This is an optimization exercise on Yosys and OpenROAD, whose aim is small area, not a production implementation. Only simulation tests tie the RTL to the original design; equivalence was not proved. The flow treats the clock pin as an ideal source, which a real chip does not have. No activity file was given, so power comes from the tool's default toggle rates.

## run 1
==> flow/design.v <==
module top (
  input wire clk,
  input wire rst,
  input wire rx,
  output wire tx
);
  localparam [10:0] LFSR_END  = 11'd144;
  localparam [10:0] LFSR_MASK = 11'b11101101011;
  reg [10:0] lfsr;
  wire tick = (lfsr & LFSR_MASK) == (LFSR_END & LFSR_MASK);
  always @(posedge clk)
    lfsr <= {lfsr[9:0], lfsr[10] ^ lfsr[1] ^ tick};
  reg [3:0] fc;
  wire idle    = ~fc[3] & ~fc[2] & ~fc[0];
  wire at_stop =  fc[3] & ~fc[1] & ~fc[0];
  wire fc_in   = idle ? ~rx : ~(fc[3] ^ (fc[2] & ~fc[0]));
  always @(posedge clk)
    if (rst)
      fc <= 4'd0;
    else if (tick)
      fc <= {fc[2:0], fc_in};
  reg [9:0] line;
  wire [7:0] byte_in = {line[0], line[1], line[2], line[3],
                        line[4], line[5], line[6], line[7]};
  wire letter = (byte_in[7:6] == 2'b01) &&
                (byte_in[4:0] != 5'd0) && (byte_in[4:0] <= 5'd26);
  wire flip = at_stop & letter;
  always @(posedge clk)
    if (rst)
      line <= 10'h3ff;
    else if (tick)
      line <= {line[8:3], line[2] ^ flip, line[1:0], rx};
  assign tx = line[9];
endmodule
clock: 8.0 ns
lec_check: 0
abc_area: 1
cap_margin: 20
core_area: 2 2 60 60
die_area: 0 0 62 62
slew_margin: 20
standard.sh (not shown) runs the stock make flow with config.mk's settings and CLKGATE_MAP_FILE= SYNTH_SCRIPT=/design/flow/synth_recipe.tcl, a recipe that flattens the netlist after the stock synthesis.
==> flow/flow/run.sh <==
#!/bin/bash
set -euo pipefail
export ONE_CLKBUF=sky130_fd_sc_hd__buf_8
bash standard.sh finish \
  'BUFFER_PORTS_ARGS=-buffer_cell sky130_fd_sc_hd__buf_1' \
  "PRE_CTS_TCL=$PWD/flow/clkbuf.tcl" \
  'CTS_ARGS=-clk_nets clk -dont_use_dummy_load' \
  > standard.log 2>&1
==> flow/flow/clkbuf.tcl <==
# Drive every clock sink from one clock buffer placed at the sinks' centroid;
# the clock port then feeds only that buffer.
set block [ord::get_db_block]
set db [ord::get_db]
set clk [$block findNet clk]
set master [$db findMaster $::env(ONE_CLKBUF)]
set inst [odb::dbInst_create $block $master clkbuf_root]
set net [odb::dbNet_create $block clknet_root]
$net setSigType CLOCK
set sx 0; set sy 0; set n 0
foreach it [$clk getITerms] {
  set i [$it getInst]
  set bb [$i getBBox]
  set sx [expr {$sx + ([$bb xMin] + [$bb xMax]) / 2}]
  set sy [expr {$sy + ([$bb yMin] + [$bb yMax]) / 2}]
  incr n
  $it disconnect
  $it connect $net
}
[$inst findITerm A] connect $clk
[$inst findITerm X] connect $net
$inst setLocation [expr {$sx / $n}] [expr {$sy / $n}]
$inst setPlacementStatus PLACED
puts "clkbuf.tcl: $::env(ONE_CLKBUF) drives $n clock sinks"
The inputs of run 2 differ from those of run 1 as listed below.
==> flow/flow/run.sh <==
#!/bin/bash
set -euo pipefail
export ONE_CLKBUF=sky130_fd_sc_hd__clkbuf_16
bash standard.sh finish \
  'BUFFER_PORTS_ARGS=-buffer_cell sky130_fd_sc_hd__buf_1' \
  "PRE_CTS_TCL=$PWD/flow/clkbuf.tcl" \
  'CTS_ARGS=-clk_nets clk -dont_use_dummy_load' \
  > standard.log 2>&1
## What came out
- Going from run 1 to run 2, wire length reported by the detailed router now sits higher; worst relative slew slack now sits higher; leakage power of the design now sits higher; combinational group share of total power now sits at about the same level.
- Share of the clock period used by the worst path, run 1 and run 2, lower one = run 2.
- Against run 1 as the reference, run 2 delivers a lower power share of the sequential group.
- Delta (run 2 minus run 1): top achievable clock speed up 0.80%; first-pass GRT wire length rose 130 µm.
- On clock transition at the registers of the reported paths: run 2 sits below run 1.
- Compared to run 1, run 2 has time the final worst path needs with I/O delays and setup 18 ps lower.
- Run 2 against run 1; final non-filler cell area is up slightly.
#### Input delta (run 3 over run 2)
==> flow/flow/run.sh <==
#!/bin/bash
set -euo pipefail
export ONE_CLKBUF=sky130_fd_sc_hd__buf_12
export MY_ABC_SCRIPT=$PWD/flow/area.abc
bash standard.sh finish \
  "SYNTH_SCRIPT=$PWD/flow/my_synth.tcl" \
  'BUFFER_PORTS_ARGS=-buffer_cell sky130_fd_sc_hd__buf_1' \
  "PRE_CTS_TCL=$PWD/flow/clkbuf.tcl" \
  'CTS_ARGS=-clk_nets clk -dont_use_dummy_load' \
  > standard.log 2>&1
==> flow/flow/area.abc (new file) <==
strash
balance; rewrite; refactor; balance; rewrite; rewrite -z; balance; refactor -z; rewrite -z; balance
dch -f
amap
topo
dnsize -c
==> flow/flow/my_synth.tcl (new file) <==
# synth_recipe.tcl with ABC's mapping script replaced by $::env(MY_ABC_SCRIPT)
proc synth {args} { yosys synth -nofsm -noshare {*}$args }
proc abc {args} {
  set i [lsearch -exact $args -script]
  if { $i >= 0 } { lset args [expr {$i + 1}] $::env(MY_ABC_SCRIPT) }
  yosys abc {*}$args
}
source $::env(SCRIPTS_DIR)/synth.tcl
# left out here: clear keep_hierarchy, flatten, clean up, hide names made inside functions, write 1_2_yosys.v
==> run notes <==
The cell count of the worst reg-to-reg path in run 3 sits 1 below the value recorded for run 2.
Run 2 ended up with simple AND/OR/NAND/NOR gates as its combinational family with the most area after synthesis; run 3 ended up with compound AO/OA/AOI/OAI gates.
[compare] base=run 2 new=run 3: via count of the first global-routing pass fell by 19%; design area now smaller.
Run 3 vs run 2: synthesized cell count down by more than a quarter
Inputs modified between run 3 and run 4:
Settings: putting CTS_BUF_LIST at sky130_fd_sc_hd__clkbuf_8 where nothing was set.
==> flow/flow/run.sh <==
#!/bin/bash
# Standard ORFS layout, with plain buf_1 cells as port buffers and a
# clock tree built from clkbuf_8 without dummy loads.
set -euo pipefail
bash standard.sh finish \
  'BUFFER_PORTS_ARGS=-buffer_cell sky130_fd_sc_hd__buf_1' \
  'CTS_ARGS=-sink_clustering_enable -repair_clock_nets -dont_use_dummy_load -buf_list sky130_fd_sc_hd__clkbuf_8 -root_buf sky130_fd_sc_hd__clkbuf_8 -sink_clustering_size 30 -sink_clustering_max_diameter 200' \
  > standard.log 2>&1
removed: flow/flow/area.abc
removed: flow/flow/clkbuf.tcl
removed: flow/flow/my_synth.tcl
### Flow results
- Changes observed in run 4 relative to run 3: sequential cell count barely changed, final antenna-violating net count closely matched the old numbers, portion of the clock cycle consumed by the worst path in the final layout increased 0.38 points.
- For run 3, the critical-path cell with the highest stage delay was buf_1, unlike run 4, where it was dfxtp_1.
- [compare] base=run 3 new=run 4: highest clock rate lower, global-route usage higher.
- Compare run 4 and run 3 | setup slack higher: run 3
- Comparing run 4 and run 3, the higher final cell area excluding filler cells is on run 4.
- The overall power after layout in run 4 was higher than what run 3 gave.

-- re-timing with driven ports --
In the flow no input, the clock included, has a driving cell. The finished layouts below were timed again as built, in two steps.
Step 1: set_driving_cell puts a clkbuf_16 on clk and a buf_2 on each other input, an assumption about the parent block.
Step 2, shift: input delay + t, output delay - t, t = (earliest + latest rising clock arrival at the registers) / 2. This alone moves slack from input paths to output paths.
Three values: no drivers, after step 1, after step 2; two values: the first two.
| run | t, ns | setup WS [ns] | latest minus earliest clock arrival (ns) |
|---|---|---|---|
| run 1 | 0.173 | 5.695 / 5.701 / 5.528 | 0.004 / 0.004 |
| run 2 | 0.179 | 5.713 / 5.718 / 5.539 | 0.004 / 0.004 |
| run 3 | 0.151 | 5.671 / 5.671 / 5.520 | 0.003 / 0.002 |
| run 4 | 0.286 | 5.640 / 5.616 / 5.515 | 0.015 / 0.015 |
After both steps setup and hold are still met in every run listed. For run 2, which loses most, drivers alone change the setup slack by +0.005 ns; drivers and shift together by -0.174 ns.
